Background: an optimization exercise with open tools, aiming at small area. Do not read the settings as production practice.
In this exercise RTL edits were held to simulation tests only and were not proved equivalent to the original.
Power and IR drop assume default switching activity.

v6:
## vga_display
module vga_display(
    input wire clk, reset,
    input cpu_isAttacking,
    input wire [3:0] p1_health_out, cpu_health_out,
    input wire [3:0] keyboard_input,
    output wire hSync, vSync,
    output wire [11:0] VGA
    );
    reg [1:0] count;
    reg pixel_strobe;
    reg [5:0] hq;
    reg [4:0] hr, vq, vr;
    wire [1:0] count_n;
    wire pixel_strobe_n;
    wire [5:0] hq_n;
    wire [4:0] hr_n, vq_n, vr_n;
    always @(posedge clk) begin
        count <= count_n;
        pixel_strobe <= pixel_strobe_n;
        hq <= hq_n;
        hr <= hr_n;
        vq <= vq_n;
        vr <= vr_n;
    end
    vga_logic logic_i (.reset(reset), .count(count), .pixel_strobe(pixel_strobe),
        .hq(hq), .hr(hr), .vq(vq), .vr(vr),
        .cpu_isAttacking(cpu_isAttacking), .p1_health_out(p1_health_out), .cpu_health_out(cpu_health_out),
        .keyboard_input(keyboard_input),
        .count_n(count_n), .pixel_strobe_n(pixel_strobe_n), .hq_n(hq_n), .hr_n(hr_n), .vq_n(vq_n), .vr_n(vr_n),
        .hSync(hSync), .vSync(vSync), .VGA(VGA));
endmodule
==> flow/config.mk <==
export PLATFORM = sky130hd
export DESIGN_NAME = vga_display
export DESIGN_NICKNAME = vga_display
export VERILOG_FILES = /design/flow/design.v
export SDC_FILE = /design/flow/constraint.sdc
export NUM_CORES = 4
export LEC_CHECK = 0
export CAP_MARGIN = 5
export CORE_MARGIN = 2
export CORE_UTILIZATION = 50
export CTS_BUF_LIST = sky130_fd_sc_hd__clkbuf_8
export PLACE_DENSITY = 0.6
export SLEW_MARGIN = 5
==> flow/constraint.sdc <==
create_clock -name core_clock -period 10.0 [get_ports {clk}]
set_input_delay 2.0000 -clock core_clock [delete_from_list [all_inputs] [get_ports {clk}]]
set_output_delay 2.0000 -clock core_clock [all_outputs]
set_load 0.01 [all_outputs]
standard.sh (not shown) runs the stock make flow with config.mk's settings and CLKGATE_MAP_FILE= SYNTH_SCRIPT=/design/flow/synth_recipe.tcl, a recipe that flattens the netlist after the stock synthesis.
==> flow/flow/run.sh <==
#!/bin/bash
# Own layout flow: the standard ORFS flow (standard.sh) with three changes to synthesis and
# placement, none to the registers (their names and cell types are the standard synthesis's):
#  - the technology-mapping ABC call uses an area-oriented script (flow/abc_area_own.script)
#    instead of ORFS's delay-oriented one;
#  - half and full adders are left to ABC as plain gates (ADDER_MAP_FILE empty) instead of being
#    mapped to adder cells before ABC;
#  - ports are buffered as in the standard flow, but with the smallest buffer (buf_1).
# ORFS writes each tool's log under orfs/logs/; make's own output goes to flow_make.log here.
set -euo pipefail
W=$(pwd)
{
  echo "proc abc {args} {"
  echo "  set i [lsearch -exact \$args -script]"
  echo "  if {\$i >= 0} { lset args [expr {\$i + 1}] $W/flow/abc_area_own.script }"
  echo "  yosys abc {*}\$args"
  echo "}"
  cat "$W/synth_recipe.tcl"
} > "$W/own_synth.tcl"
sed "s#SYNTH_SCRIPT=[^ ]*#SYNTH_SCRIPT=$W/own_synth.tcl ADDER_MAP_FILE=#" "$W/standard.sh" > "$W/own_standard.sh"
grep -q "SYNTH_SCRIPT=$W/own_synth.tcl" "$W/own_standard.sh"
export BUFFER_PORTS_ARGS="-buffer_cell sky130_fd_sc_hd__buf_1"
bash "$W/own_standard.sh" > "$W/flow_make.log" 2>&1
==> flow/flow/abc_area_own.script <==
strash
dch -f
amap
topo
Here is what was changed in the inputs of v7 compared with v6.
Settings: SLEW_MARGIN now 20, was 5; GPL_TIMING_DRIVEN now 0, previously not set; CTS_CLUSTER_DIAMETER now 200, previously not set; CTS_CLUSTER_SIZE now 30, previously not set; CAP_MARGIN now 20, was 5.
Results
- Max freq v6 -> v7: degraded
- Changes observed in v7 relative to v6: final period utilization grew by 0.72 points; clock buffer and inverter area fraction after layout now sits at about the same level.
- Summary — routed wire length, v7 relative to v6: lower, by 3.9%.
- v7 vs v6, worst max-slew margin expressed relative to the limit went up by 0.71 points.
- Power, v7 and v6: larger value in v6
- In the reports for v7 and v6, the smaller number of nets in the finished design belongs to v7.
- Detailed-route via count delta (v6 -> v7): insignificant
- Between v7 and v6, the design area figures differ only marginally.

==> re-timing with driven ports <==
The results above use ideal ports. As a check the final layouts listed here were re-extracted and re-timed, cells and wires unchanged. Step 1, drivers: a clkbuf_16 drives clk and a buf_2 each remaining input, both assumed. Step 2 times the ports against the registers' clock, not the clock port: input delays grow and output delays shrink by t, the midpoint of the rising clock arrivals with the driver on. Three values: no drivers, after step 1, after step 2; two values: the first two.
| run | t, ns | setup WS [ns] | clock arrival spread, ns | slew at the worst register clock pin (ns) |
|---|---|---|---|---|
| v6 | 0.284 | 0.497 / 0.476 / 0.476 | 0.003 / 0.003 | 0.08 / 0.08 |
| v7 | 0.283 | 0.424 / 0.403 / 0.403 | 0.007 / 0.007 | 0.09 / 0.09 |
After both steps every run listed still meets setup and hold.
